From an optimization exercise on the open Yosys and OpenROAD flow, aimed at small area; shortcuts taken in it are not production practice. The RTL was checked by simulation tests, not by an equivalence proof against the original design.

==> build 77: inputs <==
==> flow/design.v <==
module completekeccak(a, b, clk, rst);
  input [63:0] a;
  output [63:0] b;
  input clk;
  input rst;
  reg [6:0] cnt;
  reg [1599:0] s;
  always @(posedge clk)
    if (rst) cnt <= 7'd1;
    else if (cnt != 7'd76) cnt <= cnt + 7'd1;
  wire ld    = cnt <= 7'd26;
  wire rnd   = cnt >= 7'd27 && cnt <= 7'd50;
  wire hold  = cnt == 7'd76;
  reg [63:0] rc;
  always @* begin
    case (cnt)
      7'd27: rc = 64'h0000000000000001;  7'd28: rc = 64'h0000000000008082;
      7'd29: rc = 64'h800000000000808a;  7'd30: rc = 64'h8000000080008000;
      7'd31: rc = 64'h000000000000808b;  7'd32: rc = 64'h0000000080000001;
      7'd33: rc = 64'h8000000080008081;  7'd34: rc = 64'h8000000000008009;
      7'd35: rc = 64'h000000000000008a;  7'd36: rc = 64'h0000000000000088;
      7'd37: rc = 64'h0000000080008009;  7'd38: rc = 64'h000000008000000a;
      7'd39: rc = 64'h000000008000808b;  7'd40: rc = 64'h800000000000008b;
      7'd41: rc = 64'h8000000000008089;  7'd42: rc = 64'h8000000000008003;
      7'd43: rc = 64'h8000000000008002;  7'd44: rc = 64'h8000000000000080;
      7'd45: rc = 64'h000000000000800a;  7'd46: rc = 64'h800000008000000a;
      7'd47: rc = 64'h8000000080008081;  7'd48: rc = 64'h8000000000008080;
      7'd49: rc = 64'h0000000080000001;  7'd50: rc = 64'h8000000080008008;
      default: rc = 64'h0;
    endcase
  end
  function [63:0] rotl(input [63:0] x, input integer n);
    rotl = (n == 0) ? x : ((x << n) | (x >> (64 - n)));
  endfunction
  function integer rhoff(input integer i);
    case (i)
      0: rhoff = 0;   1: rhoff = 1;   2: rhoff = 62;  3: rhoff = 28;  4: rhoff = 27;
      5: rhoff = 36;  6: rhoff = 44;  7: rhoff = 6;   8: rhoff = 55;  9: rhoff = 20;
      10: rhoff = 3;  11: rhoff = 10; 12: rhoff = 43; 13: rhoff = 25; 14: rhoff = 39;
      15: rhoff = 41; 16: rhoff = 45; 17: rhoff = 15; 18: rhoff = 21; 19: rhoff = 8;
      20: rhoff = 18; 21: rhoff = 2;  22: rhoff = 61; 23: rhoff = 56; default: rhoff = 14;
    endcase
  endfunction
  reg [63:0] A [0:24];
  reg [63:0] B [0:24];
  reg [63:0] C [0:4];
  reg [63:0] D [0:4];
  reg [1599:0] r;
  integer x, y;
  always @* begin
    for (x = 0; x < 25; x = x + 1) A[x] = s[64*x +: 64];
    for (x = 0; x < 5; x = x + 1)
      C[x] = A[x] ^ A[x+5] ^ A[x+10] ^ A[x+15] ^ A[x+20];
    for (x = 0; x < 5; x = x + 1)
      D[x] = C[(x+4)%5] ^ rotl(C[(x+1)%5], 1);
    for (x = 0; x < 5; x = x + 1)
      for (y = 0; y < 5; y = y + 1)
        B[y + 5*((2*x+3*y)%5)] = rotl(A[x+5*y] ^ D[x], rhoff(x+5*y));
    for (x = 0; x < 5; x = x + 1)
      for (y = 0; y < 5; y = y + 1)
        r[64*(x+5*y) +: 64] = B[x+5*y] ^ (~B[(x+1)%5+5*y] & B[(x+2)%5+5*y]) ^ ((x+5*y == 0) ? rc : 64'h0);
  end
  always @(posedge clk) begin
    if (rnd) s <= r;
    else begin
      s[1535:0] <= s[1599:64];
      s[1599:1536] <= ld ? a : hold ? s[1599:1536] : s[63:0];
    end
  end
  assign b = s[64*23 +: 64];
endmodule
==> flow/run.sh <==
#!/bin/bash
# synth_recipe.tcl (not shown) runs the flow's synth.tcl, then flattens the netlist and writes it again
# the make line also repeats each setting of config.mk as NAME=value (left out here)
make -C /OpenROAD-flow-scripts/flow DESIGN_CONFIG=/design/flow/config.mk WORK_HOME=/design/flow/orfs CLKGATE_MAP_FILE= SYNTH_SCRIPT=/design/flow/synth_recipe.tcl finish
==> flow/config.mk <==
export PLATFORM = sky130hd
export DESIGN_NAME = completekeccak
export DESIGN_NICKNAME = completekeccak
export VERILOG_FILES = /design/flow/design.v
export SDC_FILE = /design/flow/constraint.sdc
export NUM_CORES = 4
export LEC_CHECK = 0
export CAP_MARGIN = 20
export CORE_MARGIN = 2
export CORE_UTILIZATION = 30
export PLACE_DENSITY = 0.45
export SLEW_MARGIN = 20
==> flow/constraint.sdc <==
create_clock -name core_clock -period 10.0 [get_ports {clk}]
set_input_delay 2.0000 -clock core_clock [delete_from_list [all_inputs] [get_ports {clk}]]
set_output_delay 2.0000 -clock core_clock [all_outputs]
set_load 0.01 [all_outputs]
==> inputs of trial 14, as changes to build 77 <==
==> flow/design.v (replaced) <==
module kx2(input [63:0] a, input [63:0] b, output [63:0] y);
  assign y = a ^ b;
endmodule
module kxn2(input [63:0] a, input [63:0] b, output [63:0] y);
  assign y = ~(a ^ b);
endmodule
module knor(input [63:0] a, input [63:0] b, output [63:0] y);
  assign y = ~(a | b);
endmodule
module knand(input [63:0] a, input [63:0] b, output [63:0] y);
  assign y = ~(a & b);
endmodule
module kandn1(input a, input b, output y);
  assign y = a | ~b;
endmodule
module kandn(input [63:0] a, input [63:0] b, output [63:0] y);
  kandn1 u [63:0] (.a(a), .b(b), .y(y));
endmodule
module kmux1(input s, input ns, input p, input q, output y);
  assign y = ~((s | p) & (ns | q));
endmodule
module kmux(input s, input ns, input [63:0] p, input [63:0] q, output [63:0] y);
  kmux1 u [63:0] (.s(s), .ns(ns), .p(p), .q(q), .y(y));
endmodule
module kp241(input a, input s0, input s24, input ld, input rot, input hold, output y);
  assign y = ~((~a & ld) | (s0 & rot) | (s24 & hold));
endmodule
module kp24(input [63:0] a, input [63:0] s0, input [63:0] s24, input ld, input rot, input hold,
            output [63:0] y);
  kp241 u [63:0] (.a(a), .s0(s0), .s24(s24), .ld(ld), .rot(rot), .hold(hold), .y(y));
endmodule
module completekeccak(a, b, clk, rst);
  input [63:0] a;
  output [63:0] b;
  input clk;
  input rst;
  function integer rhoff(input integer i);
    case (i)
      0: rhoff = 0;   1: rhoff = 1;   2: rhoff = 62;  3: rhoff = 28;  4: rhoff = 27;
      5: rhoff = 36;  6: rhoff = 44;  7: rhoff = 6;   8: rhoff = 55;  9: rhoff = 20;
      10: rhoff = 3;  11: rhoff = 10; 12: rhoff = 43; 13: rhoff = 25; 14: rhoff = 39;
      15: rhoff = 41; 16: rhoff = 45; 17: rhoff = 15; 18: rhoff = 21; 19: rhoff = 8;
      20: rhoff = 18; 21: rhoff = 2;  22: rhoff = 61; 23: rhoff = 56; default: rhoff = 14;
    endcase
  endfunction
  function integer pol(input integer p);
    pol = (p % 2 == 0) ? 1 : 0;
  endfunction
  function integer kap(input integer x);
    kap = pol(x) ^ pol(x+5) ^ pol(x+10) ^ pol(x+15) ^ pol(x+20);
  endfunction
  function integer bet(input integer x);
    bet = x % 2;
  endfunction
  function integer pidx(input integer l);
    pidx = (l / 5) + 5 * ((2 * (l % 5) + 3 * (l / 5)) % 5);
  endfunction
  reg [6:0] cnt;
  always @(posedge clk)
    if (rst) cnt <= 7'd1;
    else if (cnt != 7'd76) cnt <= cnt + 7'd1;
  wire ld   = cnt <= 7'd26;
  wire rnd  = cnt >= 7'd27 && cnt <= 7'd50;
  wire hold = cnt == 7'd76;
  wire rot  = cnt >= 7'd51 && cnt <= 7'd75;
  wire nrnd = ~rnd;
  reg [63:0] rc;
  always @* begin
    case (cnt)
      7'd27: rc = 64'h0000000000000001;  7'd28: rc = 64'h0000000000008082;
      7'd29: rc = 64'h800000000000808a;  7'd30: rc = 64'h8000000080008000;
      7'd31: rc = 64'h000000000000808b;  7'd32: rc = 64'h0000000080000001;
      7'd33: rc = 64'h8000000080008081;  7'd34: rc = 64'h8000000000008009;
      7'd35: rc = 64'h000000000000008a;  7'd36: rc = 64'h0000000000000088;
      7'd37: rc = 64'h0000000080008009;  7'd38: rc = 64'h000000008000000a;
      7'd39: rc = 64'h000000008000808b;  7'd40: rc = 64'h800000000000008b;
      7'd41: rc = 64'h8000000000008089;  7'd42: rc = 64'h8000000000008003;
      7'd43: rc = 64'h8000000000008002;  7'd44: rc = 64'h8000000000000080;
      7'd45: rc = 64'h000000000000800a;  7'd46: rc = 64'h800000008000000a;
      7'd47: rc = 64'h8000000080008081;  7'd48: rc = 64'h8000000000008080;
      7'd49: rc = 64'h0000000080000001;  7'd50: rc = 64'h8000000080008008;
      default: rc = 64'h0;
    endcase
  end
  reg  [1599:0] s;       
  wire [1599:0] nx;      
  always @(posedge clk) s <= nx;
  assign b = s[64*23 +: 64];
  wire [63:0] c01 [0:4], c23 [0:4], c03 [0:4], ch [0:4], dh [0:4];
  wire [1599:0] ap;      
  wire [1599:0] bb;      
  wire [1599:0] q;       
  wire [1599:0] pp;      
  genvar x, l;
  generate
    for (x = 0; x < 5; x = x + 1) begin : col
      kx2 u0 (.a(s[64*x +: 64]),      .b(s[64*(x+5) +: 64]),  .y(c01[x]));
      kx2 u1 (.a(s[64*(x+10) +: 64]), .b(s[64*(x+15) +: 64]), .y(c23[x]));
      kx2 u2 (.a(c01[x]),             .b(c23[x]),             .y(c03[x]));
      kx2 u3 (.a(c03[x]),             .b(s[64*(x+20) +: 64]), .y(ch[x]));
    end
    for (x = 0; x < 5; x = x + 1) begin : dcol
      kx2 u (.a(ch[(x+4)%5]), .b({ch[(x+1)%5][62:0], ch[(x+1)%5][63]}), .y(dh[x]));
    end
    for (l = 0; l < 25; l = l + 1) begin : lane
      if ((pol(l) ^ kap((l%5+4)%5) ^ kap((l%5+1)%5) ^ bet(pidx(l)%5)) == 1) begin : n
        kxn2 u (.a(s[64*l +: 64]), .b(dh[l%5]), .y(ap[64*l +: 64]));
      end else begin : p
        kx2 u (.a(s[64*l +: 64]), .b(dh[l%5]), .y(ap[64*l +: 64]));
      end
      if (rhoff(l) == 0) begin : r0
        assign bb[64*pidx(l) +: 64] = ap[64*l +: 64];
      end else begin : r
        assign bb[64*pidx(l) +: 64] = {ap[64*l +: 64-rhoff(l)], ap[64*l+64-rhoff(l) +: rhoff(l)]};
      end
    end
    for (l = 0; l < 25; l = l + 1) begin : chi
      localparam integer X = l % 5, Y = l / 5;
      localparam integer B1 = (X+1)%5 + 5*Y, B2 = (X+2)%5 + 5*Y;
      localparam integer P1 = bet((X+1)%5), P2 = bet((X+2)%5);
      localparam integer TINV = (P1 == 0 && P2 == 1) ? 0 : 1;
      wire [63:0] t, o;
      if (P1 == 0 && P2 == 1) begin : tn
        knor u (.a(bb[64*B1 +: 64]), .b(bb[64*B2 +: 64]), .y(t));
      end else if (P1 == 1 && P2 == 0) begin : ta
        knand u (.a(bb[64*B1 +: 64]), .b(bb[64*B2 +: 64]), .y(t));
      end else if (P1 == 0) begin : tb
        kandn u (.a(bb[64*B1 +: 64]), .b(bb[64*B2 +: 64]), .y(t));
      end else begin : tc
        kandn u (.a(bb[64*B2 +: 64]), .b(bb[64*B1 +: 64]), .y(t));
      end
      if ((bet(X) ^ TINV ^ pol(l) ^ 1) == 1) begin : n
        kxn2 u (.a(bb[64*l +: 64]), .b(t), .y(o));
      end else begin : p
        kx2 u (.a(bb[64*l +: 64]), .b(t), .y(o));
      end
      if (l == 0) begin : i
        assign q[64*l +: 64] = o ^ rc;
      end else begin : ni
        assign q[64*l +: 64] = o;
      end
    end
    for (l = 0; l < 24; l = l + 1) begin : sh
      assign pp[64*l +: 64] = s[64*(l+1) +: 64];
    end
  endgenerate
  kp24 u24 (.a(a), .s0(s[0 +: 64]), .s24(s[64*24 +: 64]), .ld(ld), .rot(rot), .hold(hold),
            .y(pp[64*24 +: 64]));
  kmux um [24:0] (.s(rnd), .ns(nrnd), .p(pp), .q(q), .y(nx));
endmodule
==> flow/flow/run.sh (new file) <==
#!/bin/bash
set -euo pipefail
bash standard.sh 'BUFFER_PORTS_ARGS=-buffer_cell sky130_fd_sc_hd__buf_1' finish > flow_make.log 2>&1
==> flow/standard.sh (new file) <==
#!/bin/bash
# synth_recipe.tcl (not shown) runs the flow's synth.tcl, then flattens the netlist and writes it again
# the make line also repeats each setting of config.mk as NAME=value (left out here)
make -C /OpenROAD-flow-scripts/flow DESIGN_CONFIG=/design/flow/config.mk WORK_HOME=/design/flow/orfs CLKGATE_MAP_FILE= SYNTH_SCRIPT=/design/flow/synth_recipe.tcl "${@:-finish}"
==> flow/config.mk (replaced) <==
export PLATFORM = sky130hd
export DESIGN_NAME = completekeccak
export DESIGN_NICKNAME = completekeccak
export VERILOG_FILES = /design/flow/design.v
export SDC_FILE = /design/flow/constraint.sdc
export NUM_CORES = 4
export LEC_CHECK = 0
export CAP_MARGIN = 28
export CORE_MARGIN = 2
export CORE_UTILIZATION = 68
export CTS_BUF_LIST = sky130_fd_sc_hd__clkbuf_16
export CTS_CLUSTER_DIAMETER = 100
export CTS_CLUSTER_SIZE = 20
export PLACE_DENSITY = 0.78
export SLEW_MARGIN = 28
export SYNTH_HIERARCHICAL = 1
export SYNTH_MINIMUM_KEEP_SIZE = 0
removed: flow/run.sh
==> run notes <==
- Trial 14 aborted during global routing (5_1_grt). Build 77 completed without violations.
- Of build 77 and trial 14, build 77 has the higher synthesized cell count (gap 12%, measured against trial 14).
- Against trial 14, the synthesized area of build 77 is higher by 37%.
==> figures <==
Result of the run: trial 14 did not finish; build 77 complete, no violations
Stage where the flow stopped: trial 14 global routing (5_1_grt); build 77 -
Unique cell type count in the Yosys netlist: trial 14 43; build 77 44
Leading area contributor after synthesis: trial 14 sky130_fd_sc_hd__dfxtp_1; build 77 sky130_fd_sc_hd__xnor3_1
Adder-Cell Fraction of Synth Area: trial 14 0.120%; build 77 0.0882%
DPL Wire Length: trial 14 423000 um; build 77 742000 um
Placement-stage cell area: trial 14 0.0983 mm2; build 77 0.136 mm2
Share of cell area taken by muxes after synthesis: trial 14 0.0214%; build 77 0.587%
Pre-CTS setup slack: trial 14 5.95 ns; build 77 5.47 ns
Proportion of netlist area held by the largest area contributor: trial 14 34.5%; build 77 32.4%
Max Buffers Root-to-Sink: trial 14 3; build 77 4
Number of clock buffers inserted by TritonCTS: trial 14 90; build 77 224
Average cell area after synthesis: trial 14 9.39 um2; build 77 11.5 um2
Post-Synth Simple-Gate Area: trial 14 7.67%; build 77 12.5%
Number of instances in the synthesized netlist: trial 14 9962; build 77 11.1k
Synthesis warning total: trial 14 7; build 77 5
Placer congestion estimate: trial 14 1.44; build 77 1.10

-- what the ideal ports hide --
No port has a modelled driver above. Below, the same layout with a new extraction and two added sets of constraints.
Step 1: set_driving_cell puts a clkbuf_16 on clk and a buf_2 on each other input, an assumption about the parent block.
Step 2 also shifts input and output timing later by t, the mid clock arrival at the registers, as if the neighbouring blocks saw the same clock.
Slacks: no drivers / after step 1 / after step 2; pairs: no drivers / after step 1.
run: build 77
shift t [ns]: 1.119
slack for setup (ns): 5.465 / 5.337 / 5.298
worst setup path after step 2: input to register
cell pins on the clock port's net: 1
After both steps build 77 still meets setup and hold. For build 77, drivers alone change the setup slack by -0.128 ns; drivers and shift together by -0.167 ns.
